Background: an optimization exercise with open tools, aiming at small area and a short achievable clock period. Do not read the settings as production practice.
Function was checked by simulation only, so behaviour that the tests miss may differ from the original.
Power figures rest on the tool's default switching activity, not on a simulated workload.

==> flow/design.v, too long to show whole: its modules and the start of the top module <==
// module schoolbook: 2543 lines
module schoolbook(clk, rst, a, b, c);
  // ...
==> flow/flow/run.sh <==
#!/bin/bash
set -euo pipefail
bash standard.sh SETUP_SLACK_MARGIN=9.75 BUFFER_PORTS_ARGS="-buffer_cell sky130_fd_sc_hd__buf_1" finish > standard.log 2>&1
==> flow/standard.sh <==
#!/bin/bash
# synth_recipe.tcl (not shown) runs the flow's synth.tcl, then flattens the netlist and writes it again
# the make line also repeats each setting of config.mk as NAME=value (left out here)
make -C /OpenROAD-flow-scripts/flow DESIGN_CONFIG=/design/flow/config.mk WORK_HOME=/design/flow/orfs CLKGATE_MAP_FILE= SYNTH_SCRIPT=/design/flow/synth_recipe.tcl "${@:-finish}"
==> flow/config.mk <==
export PLATFORM = sky130hd
export DESIGN_NAME = schoolbook
export DESIGN_NICKNAME = schoolbook
export VERILOG_FILES = /design/flow/design.v
export SDC_FILE = /design/flow/constraint.sdc
export NUM_CORES = 4
export LEC_CHECK = 0
export CAP_MARGIN = 20
export CORE_AREA = 5 5 395 395
export DIE_AREA = 0 0 400 400
export PLACE_DENSITY = 0.28
export SLEW_MARGIN = 40
==> flow/constraint.sdc <==
create_clock -name core_clock -period 14.0 [get_ports {clk}]
set_input_delay 2.8000 -clock core_clock [delete_from_list [all_inputs] [get_ports {clk}]]
set_output_delay 2.8000 -clock core_clock [all_outputs]
set_load 0.01 [all_outputs]
==> impl_metrics.toml, run 1 <==
[run_status]
run_status = "finished clean"

[floorplanning]
rows = 143
start_util = 0.281
die_area_um2 = 160000

[grt]
grt_first_pass_wirelength_mm = 268
grt_overflow = 0
grt_antenna_before_repair = 114

[power_and_ir_drop]
internal-power_w = 0.00610
p_seq_frac = 0.375

[synthesis]
synthCells = 3652
ys_warn_count = 1
synthSimpleGateAreaFrac = 0.109

[routing]
ant_nets = 0
highest_layer = "met5"
drt_wl_total_mm = 202

[finish]
nFillCells = 15669
n_antenna_cell = 29
num-multi-input-gates = 2591
final_cell_mix = "buf_1, edfxtp_1, nand2_1"
seq_share = 0.417

[sta]
max_freq_mhz = 234
drv_slew = 0
finalCritPeriodShare = 0.305
rsz0062_at_grt = "yes"
maxSlewHeadroom = 0.429

[critical_path]
end_kind = "output port"
critPathCapture = "c[497]"
crit_fanout = 2
path_buf_inv = 2

[clock_tree]
cts_setup_buffers = 51
cts.htree.levels = 3
cts_hold_buf = 0
cts_resized = 353
tritoncts = "done"

[min_path]
min_to = "count[8]"

[place]
pre_cts_slack_ps = 8420
==> run 2, diff against run 1 <==
==> flow/flow/run.sh (replaced) <==
#!/bin/bash
set -euo pipefail
bash standard.sh SETUP_SLACK_MARGIN=9.75 BUFFER_PORTS_ARGS="-buffer_cell sky130_fd_sc_hd__buf_1" CTS_ARGS="-sink_clustering_enable -repair_clock_nets -dont_use_dummy_load" finish > standard.log 2>&1
--- a/flow/config.mk
+++ b/flow/config.mk
@@ -10,3 +10,3 @@
 export DIE_AREA = 0 0 400 400
-export PLACE_DENSITY = 0.28
+export PLACE_DENSITY = 0.35
 export SLEW_MARGIN = 40
==> impl_metrics.toml, run 2 <==
[routing]
ant_nets = 0
via_count = 33354
via_per_inst = 4.82
wl_per_cell_um = 29.2
firstDrtPassIters = 5
drc = 0
drt_wl_total_mm = 202
drtIter0Drc = 1955

[critical_path]
startpoint_type = "flop"
end_kind = "output port"
crit_fanout = 2
crit_path_max_incr_delay_ps = 440
cp.required_ps = 11200
worst_ep_arrival_time_ps = 1450
crit_slowest_cell = "edfxtp_1"
crit_type = "reg -> out"
crit_chain = "buf_4, buf_2"

[power_and_ir_drop]
leakage_nw = 21.2
p_seq_frac = 0.399
clkPwrFrac = 0.272
p_sw_w = 0.00316
swShare = 0.355
power_frac_comb = 0.329
irDropWorstVdd_mv = 0.0914
internal-power_w = 0.00576
power.density_nw_per_um2 = 166

[flow_run]
maxCapViolCount = 0

[synthesis]
synthCells = 3652
yosys.area_share.xor_xnor = 0.0559
ys_seq_area_frac = 0.537
synth_seq_cells = 860
syn_area_um2 = 42600
synth.avg_cell_area_um2 = 11.7
synth_top_family_by_area = "compound AO/OA/AOI/OAI gates"
yosys.area.top_type = "edfxtp_1"
synth-compound-area-share = 0.118
yosysMostFrequentCell = "edfxtp_1"
syn_nets = 4513
synthTopCellsByCount = "edfxtp_1, nand2_1, o21ai_0"
ys_top_cells_by_area = "edfxtp_1, dfxtp_1, ha_1"
ys_warn_count = 1
synth.mux.area_fraction = 0.0745
synthSimpleGateAreaFrac = 0.109
synthAdderAreaFrac = 0.0876
synth-edff-count = 566
synth_cell_type_count = 74
async_reset_ff_frac = 0
synth_ff_type = "edfxtp_1"
synth_top_area_share = 0.399

[clock_tree]
tritoncts = "done"
cts_buffers = 109
root_buffer = "clkbuf_16"
cts_hold_buf = 0
cts_buffer_depth = 3
insertion_delay_ps = 720
clk_pin_slew_ps = 60
cts.htree.levels = 3
clock-sinks = 860

[place]
place_hpwl_mm = 160
pre_cts_slack_ps = 8580
portBuffers = 1133
place.gp.congestion = 0.911
place_inst = 6716

[grt]
grt_first_pass_wirelength_mm = 270
grt_overflow = 0
gr-usage-all-layers = 0.241
grt_max_degree = 121
grt_pass1_vias = 33877
grt_antenna_before_repair = 101

[finish]
drive_gt1_frac = 0.159
top_regs = "am x283, hi x283, lo x283"
final_cell_mix = "buf_1, edfxtp_1, nand2_1"
syn_to_final_growth_pct = 26.2
nFillCells = 15618
final_cells = 6925
nets = 5721
final_common_cell = "buf_1"

[sta]
finalCritPeriodShare = 0.303
worst_pin_slew_ps = 862
max_freq_mhz = 235
drv_slew = 0
hold_ws_ps = 489
setup_violations = 0
maxSlewHeadroom = 0.425
fin_crit_ps = 4250
hold_viol = 0
fin_skew_ps = 42.5
rsz0062_at_grt = "yes"
layout_setup_ws_ps = 9750
fin_tns_setup_ps = 0

[floorplanning]
die_area_um2 = 160000
dieHeight_um = 400
ios = 1134
start_util = 0.281
rows = 143
core_area_um2 = 152000
fp.dieW_um = 400

[run_status]
run_status = "finished clean"

[min_path]
min_path_type = "reg -> reg"
[run 2: cell counts after synthesis]
Identical to the previous run, type by type.
[run 2: metal layers]
| metal | GRT usage | wire length [um] | vias up |
|---|---|---|---|
| met2 | 0.404 | 96500 | 1023 |
| met5 | 0 | 361 | - |
| met1 | 0.282 | 79200 | 16223 |
| li1 | - | - | 15736 |
| met3 | 0.0866 | 16900 | 320 |
| met4 | 0.0934 | 9210 | 52 |
[run 2: through the flow]
step            util  cell area (um2)  total power (W)
3_3_place_gp   0.325            49200          0.00640
6_report       0.355            53800          0.00893
4_1_cts        0.350            53100          0.00898
2_1_floorplan      -            42600          0.00520
5_1_grt        0.355            53700          0.00943
3_5_place_dp   0.326            49400          0.00638
[run 2: logic make-up after synthesis]
kind of cell               Yosys count
and+or+nand+nor                    918
DFF                                860
xor gates and xnor gates           272
buffers and inverters              204
adders and majority gates          293
AOI/OAI and AO/OA                  823
muxes                              282
[run 2: worst max-delay path, delay by kind of cell, from the launching register on]
kind | cells | cell delay (ps)
flip-flops | 1 | 440
buffers and inverters | 2 | 330
[run 2: layout make-up]
class / instances / area [um2] / area share
timing repair buffer: 1223 / 5530 / 0.103
tap: 2030 / 2540 / 0.0472
sequential: 860 / 22900 / 0.425
clock buffer: 109 / 2730 / 0.0507
inverter: 76 / 289 / 0.00537
antenna: 37 / 92.6 / 0.00172
multi-input combinational: 2590 / 19800 / 0.367
[run 2: worst paths after layout]
check	startpoint	endpoint	slack [ps]	cells past startpoint
worst min register to register	count[8]	count[8]	490	2
worst max-delay path	hi[115]	c[398]	9750	2
worst min-delay path	count[8]	count[8]	490	2
worst max register to register	hi[117]	hi[281]	9870	14
[run 2: repair_timing]
item,in CTS,in global routing
pin swaps,20,37
gates resized for setup,277,79
endpoints found under the setup margin,412,154
cloned,2,0
buffers inserted,33,27
[run 2: power groups by stage]
stage | logic, W | registers (W) | clock network, W
6_report | 0.00294 | 0.00356 | 0.00243
3_3_place_gp | 0.00279 | 0.00361 | 0
5_1_grt | 0.00322 | 0.00360 | 0.00261
3_5_place_dp | 0.00277 | 0.00361 | 0
2_1_floorplan | 0.00153 | 0.00366 | 0
4_1_cts | 0.00291 | 0.00356 | 0.00252
==> run 3, diff against run 2 <==
--- a/flow/config.mk
+++ b/flow/config.mk
@@ -11,2 +11,2 @@
 export PLACE_DENSITY = 0.35
-export SLEW_MARGIN = 40
+export SLEW_MARGIN = 20
==> impl_metrics.toml, run 3 <==
[floorplanning]
rows = 143
die_area_um2 = 160000
ios = 1134
dieHeight_um = 400
fp.dieW_um = 400
core_area_um2 = 152000
start_util = 0.281

[synthesis]
syn_area_um2 = 42600
synthCells = 3652
synth.avg_cell_area_um2 = 11.7
synth_ff_type = "edfxtp_1"
async_reset_ff_frac = 0
synth_seq_cells = 860
synthTopCellsByCount = "edfxtp_1, nand2_1, o21ai_0"
synth_top_area_share = 0.399
ys_warn_count = 1
syn_nets = 4513
synth-edff-count = 566
ys_top_cells_by_area = "edfxtp_1, dfxtp_1, ha_1"
ys_seq_area_frac = 0.537
yosys.area.top_type = "edfxtp_1"
synth_cell_type_count = 74
yosysMostFrequentCell = "edfxtp_1"

[critical_path]
cp.required_ps = 11200
path_buf_inv = 1
r2r_slack_ps = 9770
worst_ep_arrival_time_ps = 1450
crit_slowest_cell = "edfxtp_1"
startpoint_type = "flop"
end_kind = "output port"
crit_chain = "buf_6"
path_delay_family = "flip-flops"
crit_fanout = 2
crit_path_max_incr_delay_ps = 540
crit_type = "reg -> out"

[clock_tree]
cts_hold_buf = 0
root_buffer = "clkbuf_16"
cts.htree.levels = 3
tritoncts = "done"
clk_pin_slew_ps = 50
insertion_delay_ps = 730
cts_buffer_depth = 3
cts_buffers = 110
clock-sinks = 860

[power_and_ir_drop]
p_sw_w = 0.00315
irDropWorstVdd_mv = 0.109
power_frac_comb = 0.329
internal-power_w = 0.00577
power.density_nw_per_um2 = 166
p_seq_frac = 0.398
swShare = 0.353
p_total_w = 0.00892
leakage_nw = 21.2
clkPwrFrac = 0.273

[grt]
grt_overflow = 0
grt_antenna_before_repair = 92
grt_pass1_vias = 33723
grt_first_pass_wirelength_mm = 270
grt_max_degree = 182
gr-usage-all-layers = 0.240

[place]
pre_cts_slack_ps = 8620
portBuffers = 1133
place.gp.congestion = 0.911
place_hpwl_mm = 159

[sta]
maxSlewHeadroom = 0.274
hold_viol = 0
layout_setup_ws_ps = 9750
max_freq_mhz = 236
rsz0062_at_grt = "yes"
hold_ws_ps = 487
worst_pin_slew_ps = 1090
finalCritPeriodShare = 0.303
fin_tns_setup_ps = 0
fin_skew_ps = 51.2
drv_slew = 0
fin_crit_ps = 4250
setup_violations = 0

[finish]
nets = 5722
top_regs = "am x283, hi x283, lo x283"
final_cell_mix = "buf_1, edfxtp_1, nand2_1"
drive_gt1_frac = 0.158
nFillCells = 15622
syn_to_final_growth_pct = 25.8
multiInputGateArea_um2 = 19700
final_common_cell = "buf_1"
seqCellArea_um2 = 22900

[routing]
via_count = 33374
drtIter0Drc = 1951
drc = 0
ant_nets = 0
via_per_inst = 4.82
firstDrtPassIters = 6
drt_wl_total_mm = 202
wl_per_cell_um = 29.2

[min_path]
min_path_type = "reg -> reg"

[run_status]
run_status = "finished clean"

[flow_run]
maxCapViolCount = 0
[run 3: cell types whose count changed in the layout (fill, tap and decap cells not counted), moves of 3 or more]
cell      before  now
ha_4          23   13
ha_1         258  267
buf_4         83   90
clkbuf_2      10    3
buf_1        954  960
buf_12         8    4
buf_16         5    2
buf_6         26   23
[run 3: kinds of logic after synthesis]
kind of cell / after synthesis / share of synthesized area
compound gates: 823 / 0.118
buf+inv: 204 / 0.0180
flops: 860 / 0.537
xor+xnor: 272 / 0.0559
mux: 282 / 0.0745
simple gates: 918 / 0.109
fa+ha+maj: 293 / 0.0876
[run 3: layer usage]
layer,vias up,track usage,share of wire
met5,-,0.0111,0.0025
met4,58,0.0903,0.043
met3,345,0.0945,0.086
met2,997,0.405,0.48
met1,16252,0.274,0.39
li1,15722,-,-
[run 3: metrics by stage]
step / area (um2) / instances / utilization
2_1_floorplan: 42600 / 3652 / -
3_3_place_gp: 49200 / 6709 / 0.325
3_5_place_dp: 49200 / 6709 / 0.325
4_1_cts: 52900 / 6857 / 0.349
5_1_grt: 53600 / 6895 / 0.353
6_report: 53600 / 6927 / 0.354
[run 3: cell type report]
cell class                      count  share of cell area
Sequential cell                   860               0.427
Multi-Input combinational cell   2590               0.366
Timing Repair Buffer             1223               0.101
Clock buffer                      110              0.0513
Tap cell                         2030              0.0473
Inverter                           76             0.00539
Antenna cell                       38             0.00177
[run 3: power groups by stage]
stage                     Combinational (W)  Clock [W]  Sequential (W)
after floorplan                     0.00153          0         0.00366
after global placement              0.00279          0         0.00361
after detailed placement            0.00277          0         0.00361
after CTS                           0.00291    0.00253         0.00355
after global routing                0.00322    0.00261         0.00359
final                               0.00293    0.00244         0.00355
[run 3: final timing paths]
path | endpoint | start | cells after the start
worst min-delay path | count[8] | count[8] | 2
worst max-delay path | c[532] | hi[249] | 1
worst min register to register | count[8] | count[8] | 2
worst max register to register | hi[281] | hi[19] | 15
[run 3: what timing repair did]
action,CTS,global route
endpoints found under the setup margin,424,167
resized for setup,280,73
buffers inserted,37,29
gates cloned,1,2
pin swaps,19,39
[run 3: worst register-to-register path, cell delays in order (launching register included)]
cell and delay (ps):
edfxtp_1 400, ha_1 380, a21oi_1 160, o21ai_0 170, a221oi_4 370, o221ai_2 230, nor2_4 260, o211ai_1 110
buf_4 170, o21ai_4 260, nand3b_1 190, a31oi_4 280, o21ai_4 110, o311a_1 320, or3_1 310, a32o_1 250
==> run 4, diff against run 3 <==
--- a/flow/config.mk
+++ b/flow/config.mk
@@ -11,2 +11,3 @@
 export PLACE_DENSITY = 0.35
-export SLEW_MARGIN = 20
+export SLEW_MARGIN = 40
+export TNS_END_PERCENT = 30
==> impl_metrics.toml, run 4 <==
[run_status]
run_status = "finished clean"

[synthesis]
syn_nets = 4513
synth_top_area_share = 0.399
yosysMostFrequentCell = "edfxtp_1"
ys_warn_count = 1
async_reset_ff_frac = 0
yosys.area.top_type = "edfxtp_1"
synth_seq_cells = 860
ys_seq_area_frac = 0.537
synthCells = 3652
ys_top_cells_by_area = "edfxtp_1, dfxtp_1, ha_1"
synthTopCellsByCount = "edfxtp_1, nand2_1, o21ai_0"
synth_cell_type_count = 74
synth.avg_cell_area_um2 = 11.7
synth-edff-count = 566
syn_area_um2 = 42600
synth_ff_type = "edfxtp_1"

[routing]
via_count = 33325
firstDrtPassIters = 5
ant_nets = 0
wl_per_cell_um = 29.2
via_per_inst = 4.82
drc = 0
drt_wl_total_mm = 202
drtIter0Drc = 1972

[grt]
gr-usage-all-layers = 0.241
grt_overflow = 0
grt_pass1_vias = 33782
grt_first_pass_wirelength_mm = 270
grt_antenna_before_repair = 100
grt_max_degree = 121

[power_and_ir_drop]
irDropWorstVdd_mv = 0.0906
power.density_nw_per_um2 = 166
leakage_nw = 20.7

[sta]
hold_viol = 0
fin_skew_ps = 41.5
finalCritPeriodShare = 0.310
worst_pin_slew_ps = 858
layout_setup_ws_ps = 9660
drv_slew = 0
max_freq_mhz = 230
setup_violations = 0
fin_crit_ps = 4340
rsz0062_at_grt = "yes"
maxSlewHeadroom = 0.428
fin_tns_setup_ps = 0

[critical_path]
path_delay_family = "buffers and inverters"
end_kind = "output port"
crit_chain = "buf_1"
worst_ep_arrival_time_ps = 1540
r2r_slack_ps = 9790
startpoint = "lo[226]"
cp.required_ps = 11200
reg2regPathDepth = 15
r2r_end = "hi[281]"
crit_slowest_cell = "buf_1"
path_buf_inv = 1
r2r_start = "hi[13]"
startpoint_type = "flop"
crit_path_max_incr_delay_ps = 450
crit_type = "reg -> out"
crit_fanout = 2

[floorplanning]
core_area_um2 = 152000
die_area_um2 = 160000
fp.dieW_um = 400
dieHeight_um = 400
ios = 1134
start_util = 0.281
rows = 143

[finish]
final_core_util = 0.352
nets = 5710
drive_gt1_frac = 0.126
final_cell_mix = "buf_1, edfxtp_1, nand2_1"
final_common_cell = "buf_1"
syn_to_final_growth_pct = 25.2
top_regs = "am x283, hi x283, lo x283"

[clock_tree]
cts_buffer_depth = 3
cts.htree.levels = 3
tritoncts = "done"
cts_buffers = 109
clk_pin_slew_ps = 50
clock-sinks = 860
root_buffer = "clkbuf_16"
insertion_delay_ps = 700

[place]
place.gp.congestion = 0.911
place_hpwl_mm = 160
portBuffers = 1133
pre_cts_slack_ps = 8580

[flow_run]
maxCapViolCount = 0

[min_path]
hp-start = "count[8]"
min_to = "count[8]"
min_path_type = "reg -> reg"
min_path_cells = 2
run 4: cell counts after synthesis:
No cell type changed its count.
run 4: cells by family (layout without fill, tap and decap cells):
logic type / after synthesis / after routing / synth area share
xor gates and xnor gates: 272 / 272 / 0.0559
muxes: 282 / 282 / 0.0745
buffers and inverters: 204 / 1397 / 0.0180
and+or+nand+nor: 918 / 920 / 0.109
AOI/OAI and AO/OA: 823 / 823 / 0.118
other: 0 / 35 / 0
DFF: 860 / 860 / 0.537
adders and majority gates: 293 / 293 / 0.0876
run 4: layout make-up:
class,count,area [um2]
Timing Repair Buffer,1212,5220
Antenna cell,35,87.6
Tap cell,2030,2540
Multi-Input combinational cell,2590,19600
Fill cell,15666,98200
Sequential cell,860,22900
Inverter,76,289
Clock buffer,109,2730
run 4: layer usage:
metal  vias up  GRT usage  share of wire
li1      15730          -              -
met1     16152      0.281           0.39
met2      1073      0.404           0.48
met3       320     0.0868          0.084
met4        50     0.0917          0.047
met5         -          0         0.0018
run 4: through the flow:
stage / hold WS, ps / power, W / std cells / instance area [um2]
floorplan: 453 / 0.00520 / 3652 / 42600
global placement: 474 / 0.00640 / 6709 / 49200
detailed placement: 479 / 0.00638 / 6716 / 49400
CTS: 486 / 0.00891 / 6840 / 52500
global route: 546 / 0.00936 / 6882 / 53300
finish: 489 / 0.00886 / 6912 / 53400
run 4: timing repair:
item,CTS,global route
cloned,2,0
hold buffers,0,0
resized for setup,69,136
setup endpoints to repair,412,289
pin swaps,18,29
setup buffers,13,36
run 4: worst max-delay path by stage:
stage,depth (start not counted),endpoint,slack [ps]
final,1,c[226],9660
after global placement,15,hi[266],8680
after global routing,15,hi[281],9580
after detailed placement,15,hi[266],8580
after CTS,1,c[99],9500
after floorplan,1,hi[0],4720
run 4: power breakdown:
group | total, W | internal [W] | leakage [nW] | switching, W
clock | 0.00243 | 0.00135 | 1.34 | 0.00108
combinational | 0.00287 | 0.00112 | 10.7 | 0.00175
sequential | 0.00356 | 0.00324 | 8.65 | 0.000319
==> run 5, diff against run 4 <==
--- a/flow/config.mk
+++ b/flow/config.mk
@@ -10,4 +10,4 @@
 export DIE_AREA = 0 0 400 400
+export GPL_ROUTABILITY_DRIVEN = 0
 export PLACE_DENSITY = 0.35
 export SLEW_MARGIN = 40
-export TNS_END_PERCENT = 30
==> impl_metrics.toml, run 5 <==
[power_and_ir_drop]
power_frac_comb = 0.327
clkPwrFrac = 0.274
p_total_w = 0.00892
irDropWorstVdd_mv = 0.0905
swShare = 0.354
internal-power_w = 0.00577
leakage_nw = 21.2
p_seq_frac = 0.399
power.density_nw_per_um2 = 166
p_sw_w = 0.00316

[run_status]
run_status = "finished clean"

[grt]
grt_first_pass_wirelength_mm = 270
gr-usage-all-layers = 0.241
grt_pass1_vias = 33934
grt_max_degree = 133
grt_overflow = 0
grt_antenna_before_repair = 102

[sta]
fin_tns_setup_ps = 0
finalCritPeriodShare = 0.304
fin_crit_ps = 4250
drv_slew = 0
fin_skew_ps = 66.4
rsz0062_at_grt = "yes"
worst_pin_slew_ps = 860
maxSlewHeadroom = 0.421
max_freq_mhz = 235
hold_viol = 0
setup_violations = 0

[synthesis]
synthCells = 3652
async_reset_ff_frac = 0
synth_top_area_share = 0.399
synth-edff-count = 566
synthTopCellsByCount = "edfxtp_1, nand2_1, o21ai_0"
yosys.area_share.xor_xnor = 0.0559
synth.avg_cell_area_um2 = 11.7
ys_top_cells_by_area = "edfxtp_1, dfxtp_1, ha_1"
syn_nets = 4513
ys_warn_count = 1
ys_seq_area_frac = 0.537
yosysMostFrequentCell = "edfxtp_1"
synth_cell_type_count = 74
syn_area_um2 = 42600
synth_ff_type = "edfxtp_1"
yosys.area.top_type = "edfxtp_1"
synthAdderAreaFrac = 0.0876
synth.mux.area_fraction = 0.0745
synthSimpleGateAreaFrac = 0.109
synth_seq_cells = 860
synth-compound-area-share = 0.118
synth_top_family_by_area = "compound AO/OA/AOI/OAI gates"

[floorplanning]
rows = 143
ios = 1134
dieHeight_um = 400
core_area_um2 = 152000
die_area_um2 = 160000
start_util = 0.281
fp.dieW_um = 400

[critical_path]
crit_slowest_cell = "edfxtp_1"
crit_chain = "buf_6"
cp.required_ps = 11200
startpoint_type = "flop"
path_delay_family = "flip-flops"
worst_ep_arrival_time_ps = 1450
crit_path_max_incr_delay_ps = 550
end_kind = "output port"
crit_type = "reg -> out"
path_buf_inv = 1
crit_fanout = 3

[finish]
final_common_cell = "buf_1"
syn_to_final_growth_pct = 26.1
drive_gt1_frac = 0.157
top_regs = "am x283, hi x283, lo x283"
nets = 5710
final_cell_mix = "buf_1, edfxtp_1, nand2_1"
design_area_um2 = 53800
final_core_util = 0.355

[clock_tree]
clk_pin_slew_ps = 60
insertion_delay_ps = 730
clock-sinks = 860
tritoncts = "done"
cts_buffers = 110
root_buffer = "clkbuf_16"
cts_hold_buf = 0
cts.htree.levels = 3
cts_buffer_depth = 3

[min_path]
min_path_type = "reg -> reg"

[routing]
firstDrtPassIters = 5
drt_wl_total_mm = 201
drtIter0Drc = 1850
via_per_inst = 4.81
ant_nets = 0
via_count = 33295
drc = 0
wl_per_cell_um = 29.1

[flow_run]
maxCapViolCount = 0

[place]
portBuffers = 1133
place_area_um2 = 49400
place_hpwl_mm = 159
[run 5: layer usage]
metal	vias to the layer above	share of wire	GRT usage
li1	15718	-	-
met1	16128	0.38	0.273
met2	1053	0.48	0.403
met3	336	0.088	0.0949
met4	60	0.049	0.103
met5	-	0.0020	0.00677
[run 5: stage by stage]
| step | hold slack (ps) | cells | worst slack [ps] |
|---|---|---|---|
| 4_1_cts | 487 | 6854 | 9590 |
| 3_3_place_gp | 475 | 6706 | 8700 |
| 3_5_place_dp | 476 | 6714 | 8640 |
| 2_1_floorplan | 453 | 3652 | 4720 |
| 5_1_grt | 537 | 6886 | 9610 |
| 6_report | 487 | 6917 | 9750 |
[run 5: final timing paths]
path,slack [ps],end,depth (start not counted),start
worst max-delay path,9750,c[528],1,hi[245]
worst min-delay path,490,count[8],2,count[8]
worst max register to register,9770,hi[281],16,hi[0]
worst min register to register,490,count[8],2,count[8]
[run 5: area by class of cell]
| cell class | count | area, um2 |
|---|---|---|
| multi-input combinational | 2589 | 19700 |
| inverter | 76 | 289 |
| clock buffer | 110 | 2750 |
| timing repair buffer | 1212 | 5520 |
| antenna | 40 | 100 |
| fill | 15627 | 97800 |
| tap | 2030 | 2540 |
| sequential | 860 | 22900 |
[run 5: power groups by stage]
stage	sequential [W]	clock, W	combinational [W]
finish	0.00356	0.00245	0.00292
global route	0.00360	0.00262	0.00321
CTS	0.00356	0.00254	0.00289
detailed placement	0.00361	0	0.00277
global placement	0.00361	0	0.00279
floorplan	0.00366	0	0.00153
[run 5: cells by family (layout without fill, tap and decap cells)]
family,after synthesis,in the layout
simple gates,918,919
flops,860,860
compound gates,823,823
fa+ha+maj,293,293
mux,282,282
xor+xnor,272,272
buf+inv,204,1398
other cells,0,40
[run 5: worst reg2reg max path: stages, from the launching register on]
cell	delay, ps
edfxtp_1	390
ha_2	200
fa_2	390
a21oi_4	220
nor2_4	80
o2111ai_4	230
a2111oi_4	140
nor2_4	270
o211ai_1	120
buf_4	180
o21ai_4	260
nand3b_1	180
a31oi_4	260
o21ai_4	90
o311a_1	380
or3_1	310
a32o_1	260
[run 5: what timing repair did]
item / in CTS / in global routing
cloned: 1 / 0
endpoints found under the hold margin: 0 / 0
pin swaps: 9 / 39
setup endpoints to repair: 443 / 158
resized for setup: 271 / 86
buffers inserted: 29 / 22

[static timing again, ports no longer ideal]
How much do the figures lean on ideal ports? The routed layouts below were timed once more, with nothing changed but the port constraints. Step 1: set_driving_cell puts a clkbuf_16 on clk and a buf_2 on each other input, an assumption about the parent block. Step 2, shift: input delay + t, output delay - t, t = (earliest + latest rising clock arrival at the registers) / 2. This alone moves slack from input paths to output paths. a / b / c = no drivers / after step 1 / after step 2; a / b = the first two.
run	t, ns	setup slack, ns	clock arrival spread, ns
run 1	0.805	9.730 / 9.645 / 9.031	0.038 / 0.038
run 2	0.770	9.753 / 9.670 / 9.210	0.064 / 0.064
run 3	0.774	9.754 / 9.672 / 9.114	0.069 / 0.069
run 4	0.770	9.659 / 9.575 / 9.252	0.064 / 0.064
run 5	0.783	9.751 / 9.667 / 9.150	0.075 / 0.074
After both steps setup and hold are still met in every run listed. The setup slack of run 1, which loses most, moves by -0.085 ns with the drivers and by -0.699 ns with both steps.
